Background: an optimization exercise with open tools, aiming at small area, a short achievable clock period and few clock cycles. Do not read the settings as production practice. Function was checked by simulation only, so behaviour that the tests miss may differ from the original. Power figures rest on the tool's default switching activity, not on a simulated workload.

`run.sh`:
```
#!/bin/bash
# synth_recipe.tcl (not shown) runs the flow's synth.tcl, then flattens the netlist and writes it again
# the make line also repeats each setting of config.mk as NAME=value (left out here)
make -C /OpenROAD-flow-scripts/flow DESIGN_CONFIG=/design/flow/config.mk WORK_HOME=/design/flow/orfs CLKGATE_MAP_FILE= SYNTH_SCRIPT=/design/flow/synth_recipe.tcl finish
```
`config.mk`:
```
export PLATFORM = sky130hd
export DESIGN_NAME = Processor_Top
export DESIGN_NICKNAME = Processor_Top
export VERILOG_FILES = /design/flow/design.v
export SDC_FILE = /design/flow/constraint.sdc
export NUM_CORES = 4
export LEC_CHECK = 0
export CAP_MARGIN = 20
export CORE_MARGIN = 2
export CORE_UTILIZATION = 40
export SLEW_MARGIN = 20
```
`constraint.sdc`:
```
create_clock -name core_clock -period 11.0 [get_ports {clk}]
set_input_delay 2.2000 -clock core_clock [delete_from_list [all_inputs] [get_ports {clk}]]
set_output_delay 2.2000 -clock core_clock [all_outputs]
set_load 0.01 [all_outputs]
```
`design.v`:
```
module Program_Counter
( 
    clk, 
    rst_n, 
    in_address, 
    out_address
);
input clk, rst_n;
input [31:0] in_address;
output reg [31:0] out_address;
always @ (posedge clk or negedge rst_n)
begin
  if(!rst_n)
  out_address <= 32'd0;
  else
  out_address <= in_address;
end
endmodule
module Sign_Extension
( 
    bits16_in, 
    bits32_out 
);
input [15:0] bits16_in;
output wire [31:0] bits32_out;
assign bits32_out = {{16{bits16_in[15]}} , bits16_in[15:0]};
endmodule
module Shifter
(
    indata, 
    shift_amt, 
    shift_left,
    outdata
);
input [31:0] indata;
input [1:0] shift_amt;
input shift_left;
output wire [31:0] outdata;
assign outdata = shift_left ? indata<<shift_amt : indata>>shift_amt;
endmodule
module Adder
( 
    in1, 
    in2, 
    out
);
input [31:0] in1;
input [31:0] in2;
output wire [31:0] out;
assign out = in1 + in2;
endmodule
module Alu_Control
(
	opcode,
	func_field,
	alu_control
);
input [5:0] opcode;
input [5:0] func_field;
output reg [2:0] alu_control;
reg [2:0] func_code;
always @ (*)
begin
	case (func_field)
	6'h20: func_code = 3'h0;
	6'h22: func_code = 3'h1;
	6'h24: func_code = 3'h2;
	6'h25: func_code = 3'h3;
	6'h27: func_code = 3'h4;
	6'h2A: func_code = 3'h5;
	default: func_code = 3'h0;
	endcase
	case (opcode)
	6'h00: alu_control = func_code;
	6'h04: alu_control = 3'h1;
	6'h23: alu_control = 3'h0;
	6'h2B: alu_control = 3'h0;
	default: alu_control = 3'h0;
	endcase
end
endmodule
module Alu_Core
(
	A,
	B,
	alu_control,
	result,
	zero
);
input [31:0] A;
input [31:0] B;
input [2:0] alu_control;
output reg [31:0] result;
output wire zero;
assign zero = !(|result);
always @ (*)
begin
	case(alu_control)
	3'h0: result = A + B;
	3'h1: result = A - B;
	3'h2: result = A & B;
	3'h3: result = A | B;
	3'h4: result = ~(A | B);
	3'h5: result = (A < B);
	default: result = A + B;
	endcase
end
endmodule
module Alu_Top
( 
    opcode, 
    func_field, 
    A, 
    B, 
    result, 
    zero
);
input  [5:0] opcode;
input  [5:0] func_field;
input  [31:0] A;
input  [31:0] B;
output [31:0] result;
output zero;
wire   [2:0] alu_control;
Alu_Control alu_ctrlr_inst 
(
    .opcode (opcode),
    .func_field (func_field),
    .alu_control (alu_control)
);
Alu_Core alu_core_inst 
(
    .A (A),
    .B (B),
    .alu_control (alu_control),
    .result (result),
    .zero (zero)
);
endmodule
module Register_File
(
    clk, 
    rst_n, 
    read_addr1, 
    read_addr2, 
    write_en, 
    write_addr, 
    write_data, 
    read_data1, 
    read_data2 
);
input clk;
input rst_n;
input [4:0] read_addr1;
input [4:0] read_addr2;
input write_en;
input [4:0] write_addr;
input [31:0] write_data;
output wire [31:0] read_data1;
output wire [31:0] read_data2;
reg [31:0] reg_mem [0:31];
assign read_data1 = reg_mem[read_addr1];
assign read_data2 = reg_mem[read_addr2];
always @ (posedge clk)
begin
  if (write_en)
    reg_mem[write_addr] <= write_data;
end
endmodule
module Control_Logic
(
    instrn,
	instrn_opcode,
	address_plus_4,
	branch_address,
	ctrl_in_address,
	alu_result,
	zero_out,
	ctrl_write_en,
	ctrl_write_addr,
	read_data2,
	sign_ext_out,
	ctrl_aluin2,
	ctrl_datamem_write_en,
	datamem_read_data,
	ctrl_regwrite_data
);
input [31:0] instrn;	 
input [5:0] instrn_opcode;
input [31:0] address_plus_4;
input [31:0] branch_address;
input [31:0] datamem_read_data;
input [31:0] alu_result;
input zero_out;
input [31:0] read_data2;
input [31:0] sign_ext_out;
output wire [31:0] ctrl_in_address;
output wire ctrl_write_en;
output wire [4:0] ctrl_write_addr;
output wire [31:0] ctrl_aluin2;
output wire ctrl_datamem_write_en;
output wire [31:0] ctrl_regwrite_data;
assign ctrl_in_address = (instrn_opcode==6'h04 && zero_out) ? branch_address : address_plus_4;
assign ctrl_write_en = (instrn_opcode==6'h00) || (instrn_opcode==6'h23);
assign ctrl_write_addr = (instrn_opcode==6'h00) ? instrn[15:11] : instrn[20:16];
assign ctrl_regwrite_data = (instrn_opcode==6'h23) ? datamem_read_data : alu_result;
assign ctrl_aluin2 = (instrn_opcode==6'h23 || instrn_opcode==6'h2B) ? sign_ext_out : read_data2;
assign ctrl_datamem_write_en = (instrn_opcode==6'h2B); 
endmodule
module Processor_Top
( 
    clk, rst_n,
    imem_addr, imem_rdata,
    dmem_addr, dmem_wdata, dmem_we, dmem_rdata
);
input clk;
input rst_n;
output [31:0] imem_addr;
input [31:0] imem_rdata;
output [31:0] dmem_addr;
output [31:0] dmem_wdata;
output dmem_we;
input [31:0] dmem_rdata;
wire [31:0] ctrl_in_address;
wire [31:0] out_address;
wire [31:0] addr_incr;
wire [31:0] address_plus_4;
wire [31:0] branch_addr_offset;
wire [31:0] branch_address;
wire [31:0] instrn;
wire ctrl_write_en;
wire final_write_en;
wire [4:0] ctrl_write_addr;
wire [31:0] ctrl_regwrite_data;
wire [31:0] read_data1;
wire [31:0] read_data2;
wire [31:0] sign_ext_out;
wire [31:0] ctrl_aluin2;
wire [31:0] alu_result;
wire zero_out;
wire [31:0] datamem_read_data;
wire ctrl_datamem_write_en;
assign addr_incr = (!rst_n) ? 32'd0 : 32'd4;
assign final_write_en = (!rst_n) ? 1'b0 : ctrl_write_en;
Program_Counter prg_cntr 
(
    .clk (clk),
    .rst_n (rst_n),
    .in_address (ctrl_in_address),
    .out_address (out_address)	
);
Adder adder_next_addr 
(
    .in1 (out_address),
    .in2 (addr_incr),
    .out (address_plus_4)
);
Adder adder_branch_addr 
(
    .in1 (address_plus_4),
    .in2 (branch_addr_offset),
    .out (branch_address)
);
assign imem_addr = out_address;
assign instrn = imem_rdata;
Register_File regfile 
(
    .clk (clk),
    .rst_n (rst_n),
    .read_addr1 (instrn[25:21]),
    .read_addr2 (instrn[20:16]), 
    .write_en   (final_write_en),
    .write_addr (ctrl_write_addr),
    .write_data (ctrl_regwrite_data),
    .read_data1 (read_data1),
    .read_data2 (read_data2)
);
Sign_Extension sign_ext 
(
    .bits16_in (instrn[15:0]),
    .bits32_out (sign_ext_out)
);
Shifter shifter 
(
    .indata (sign_ext_out),
    .shift_amt (2'd2),
    .shift_left (1'b1),
    .outdata (branch_addr_offset)
);
Alu_Top alu 
(
    .opcode (instrn[31:26]),
    .func_field (instrn[5:0]),
    .A (read_data1),
    .B (ctrl_aluin2),
    .result (alu_result),
    .zero (zero_out)
);
assign dmem_addr = alu_result;
assign dmem_wdata = read_data2;
assign dmem_we = ctrl_datamem_write_en;
assign datamem_read_data = dmem_rdata;
Control_Logic ctrl_logic 
(
    .instrn	(instrn),
    .instrn_opcode (instrn[31:26]),
    .address_plus_4 (address_plus_4),
    .branch_address (branch_address),
    .ctrl_in_address (ctrl_in_address),
    .alu_result (alu_result),
    .zero_out (zero_out),
    .ctrl_write_en (ctrl_write_en),
    .ctrl_write_addr (ctrl_write_addr),
    .read_data2 (read_data2),
    .sign_ext_out (sign_ext_out),
    .ctrl_aluin2 (ctrl_aluin2),
    .ctrl_datamem_write_en (ctrl_datamem_write_en),
    .datamem_read_data (datamem_read_data),
    .ctrl_regwrite_data (ctrl_regwrite_data)
);
endmodule
```
==> results.txt <==
==> kinds of logic (layout without fill, tap and decap cells) <==
kind of cell | Yosys count | in the layout | synth area share
AOI/OAI and AO/OA | 558 | 558 | 0.0645
xor gates and xnor gates | 73 | 73 | 0.0112
adders and majority gates | 138 | 138 | 0.0303
buffers and inverters | 344 | 678 | 0.0259
DFF | 1054 | 1054 | 0.550
muxes | 804 | 804 | 0.263
other | 1 | 5 | 0.0000654
and+or+nand+nor | 636 | 636 | 0.0554
==> critical path, cell delays in order <==
cell and delay (ns):
buf_8 0.43, buf_12 0.33, buf_4 0.28, mux2i_1 0.11, a22oi_1 0.19, a21oi_1 0.10
nor4_2 0.56, buf_4 0.24, mux2i_1 0.12, ha_1 0.49, nand3_1 0.13, a21oi_1 0.16
a311oi_1 0.08, buf_4 0.18, a21o_1 0.20, and3_1 0.20, nor3_1 0.19, buf_4 0.15
o211ai_1 0.12, a31o_1 0.22, a221oi_1 0.35, nor4_1 0.13, nor3_1 0.41, or2_2 0.27
clkdlybuf4s50_1 0.56
==> registers in the layout (all words and copies together) (netlist names) <==
register	cells
regfile.reg_mem	1024
prg_cntr.out_address	30
==> routing by layer <==
| layer | track usage | wire (um) | vias to the layer above | share of wire |
|---|---|---|---|---|
| li1 | - | - | 15300 | - |
| met1 | 0.361 | 77000 | 19700 | 0.40 |
| met2 | 0.412 | 90100 | 2064 | 0.47 |
| met3 | 0.0422 | 17100 | 381 | 0.089 |
| met4 | 0.0935 | 7170 | 2 | 0.037 |
| met5 | 0 | 13 | - | 0.000068 |
==> through the flow <==
step | setup slack (ns) | hold WS (ns) | instance area, um2
2_1_floorplan | 0.343 | 0.631 | 57300
3_3_place_gp | 0.420 | 0.589 | 62300
3_5_place_dp | 0.335 | 0.589 | 62300
4_1_cts | 0.354 | 0.603 | 66100
5_1_grt | 0.0504 | 0.622 | 66100
6_report | 0.331 | 0.599 | 66100
==> power by group through the flow <==
stage | Clock [W] | Sequential, W | Combinational [W]
detailed placement | 0 | 0.00507 | 0.00270
floorplan | 0 | 0.00509 | 0.00152
finish | 0.00391 | 0.00498 | 0.00275
global placement | 0 | 0.00507 | 0.00269
CTS | 0.00396 | 0.00499 | 0.00271
global route | 0.00412 | 0.00499 | 0.00294
==> worst min-delay path by stage <==
stage	start	end	cells after the start
4_1_cts	prg_cntr.out_address[31]$_DFF_PN0_	prg_cntr.out_address[31]$_DFF_PN0_	2
3_3_place_gp	prg_cntr.out_address[31]$_DFF_PN0_	prg_cntr.out_address[31]$_DFF_PN0_	2
2_1_floorplan	prg_cntr.out_address[31]$_DFF_PN0_	prg_cntr.out_address[31]$_DFF_PN0_	2
6_report	prg_cntr.out_address[31]$_DFF_PN0_	prg_cntr.out_address[31]$_DFF_PN0_	2
3_5_place_dp	prg_cntr.out_address[31]$_DFF_PN0_	prg_cntr.out_address[31]$_DFF_PN0_	2
5_1_grt	prg_cntr.out_address[31]$_DFF_PN0_	prg_cntr.out_address[31]$_DFF_PN0_	2
==> placed cells by master (no fill, tap or decap), drive strengths merged, types with 77 or more instances in the layout <==
master            n
nor2            200
nand2           139
ha              137
o21ai           116
inv             121
mux2i           190
clkdlybuf4s50   149
mux4            550
a22oi            77
buf             211
edfxtp         1024
a21oi           148
clkbuf          125
==> layout make-up <==
class                           instances  area (um2)  share of cell area
Timing Repair Buffer                  360        3390              0.0513
Clock buffer                          125        2750              0.0415
Sequential cell                      1054       31500               0.476
Tap cell                             1890        2360              0.0358
Inverter                              117         440             0.00666
Multi-Input combinational cell       2211       24700               0.373
Antenna cell                            3        7.51            0.000114
Clock inverter                         76        1010              0.0152
==> results.yml <==
run_status:
  outcome: "timing/DRC/antenna clean"
placement:
  io_buffers: 160
  dpl.hpwl_mm: 118
  gp_congestion: 0.966
  dp_cells: 5631
critical_path:
  endpoint: "dmem_addr[31]"
  critPathLaunch: "imem_rdata[16]"
  r2r_slack_ns: 4.15
  critPathMaxFanout: 48
  crit-reg2reg-capture: "prg_cntr.out_address[11]$_DFF_PN0_"
  worst-r2r-cell-count: 18
  cp_data_required_time_ns: 8.80
  critPathKind: "input pin to primary output"
  startpoint_type: "input pin"
  reg2reg_from: "regfile.reg_mem[15][6]$_DFFE_PP_"
  critPathCaptureType: "primary output"
  worstPathArrival_ns: 8.47
drt:
  drtIter0Drc: 4942
  wl_per_cell_um: 32.8
  first_pass_iters: 5
  routed_wl_mm: 191
  vias_per_cell: 6.42
  route.detailed.drc: 0
  drtAntennaViolNets: 0
  vias: 37400
yosys:
  yosys-top-cells-count: "edfxtp_1 (1024), mux4_2 (548), nor2_1 (197), mux2i_1 (188), clkbuf_1 (150)"
  ys_seq_elements: 1054
  synth-warning-count: 4
  ys.flop_type: "edfxtp_1"
  avgSynthCellArea_um2: 15.9
  syn_area_um2: 57300
  seq_area_frac_synth: 0.550
  yosysMostFrequentCell: "edfxtp_1"
  synthTopCellsByArea: "edfxtp_1 (54%), mux4_2 (22%), mux2i_1 (3.3%)"
  yosys.area.top_type_share: 0.537
  post-synth-top-area-cell: "edfxtp_1"
  synthArstFlopShare: 0.0285
  synth.distinct_cells: 99
  synthCells: 3608
  synth_edf_count: 1024
floorplan:
  row_count: 138
  die_area_um2: 146000
  start_util: 0.404
  io_pins: 163
  die_width_um: 382
  core_area_um2: 142000
  die_h_um: 382
clocking:
  cts_max_level: 3
  cts_buffers: 107
  cts-root-buf: "clkbuf_16"
  cts_resized: 0
  cts.sinks: 1054
  cts-hold-fix-buffers: 0
  clk_pin_slew_ns: 0.06
  cts.path.max_buffers: 3
  cts_setup_buffers: 0
  worstSkewPairLatency_ns: 0.76
  cts_tree: "built"
timing:
  skew_ns: 0.0466
  hold_viol: 0
  fmax_mhz: 93.7
  setup_viol: 0
  max-slew-margin-rel: 0.217
  fin_crit_ns: 10.67
  worst_pin_slew_ns: 1.17
  rsz0062_at_grt: "false"
  drv_slew: 0
  tns_ns: 0
  min_period_over_period: 0.970
power_and_ir_drop:
  pwr-share-clk: 0.336
  p_seq_frac: 0.428
  p_per_area_nw_per_um2: 176
  power.internal_w: 0.00821
  switching_share: 0.295
  total_power_w: 0.0116
  total_leakage_power_nw: 22.5
  combPwrFrac: 0.236
  ir_drop_uv: 145
  power_switching_w: 0.00343
layout:
  areaGrowthSynthToFinish_pct: 15.4
  fill_cells: 12200
  final_layout_size_suffix_gt1_frac: 0.276
  final_util: 0.466
  stdcell_count: 5836
  nets: 4055
global_routing:
  grt_first_pass_wirelength_mm: 271
  grtUsageTotal: 0.259
  grt_max_degree: 77
  first_global_vias: 36700
  globalRouteOverflowTotal: 0
  antenna_found_initial: 6
flow_run:
  maxCapViolCount: 0
hold_path:
  min_path_type: "flop to flop"
Testbench counts, summed over its fixed seeds: cycles 28,212.

[separate check: timing with driven ports]
In the flow no input, the clock included, has a driving cell. The finished layout below was timed again as built, in two steps. Step 1, drivers: a clkbuf_16 drives clk and a buf_2 each remaining input, both assumed. Step 2 times the ports against the registers' clock, not the clock port: input delays grow and output delays shrink by t, the midpoint of the rising clock arrivals with the driver on. a / b / c = ideal / step 1 / step 2; a / b = the first two.
t, ns: 0.821
setup WS [ns]: 0.331 / 0.284 / 0.284
worst setup path after step 2: input to output
latest minus earliest clock arrival (ns): 0.046 / 0.047
worst slew at a driven data input, ns: 0.07
After both steps setup and hold are still met in this run. For this run, drivers alone change the setup slack by -0.047 ns; drivers and shift together by -0.047 ns.
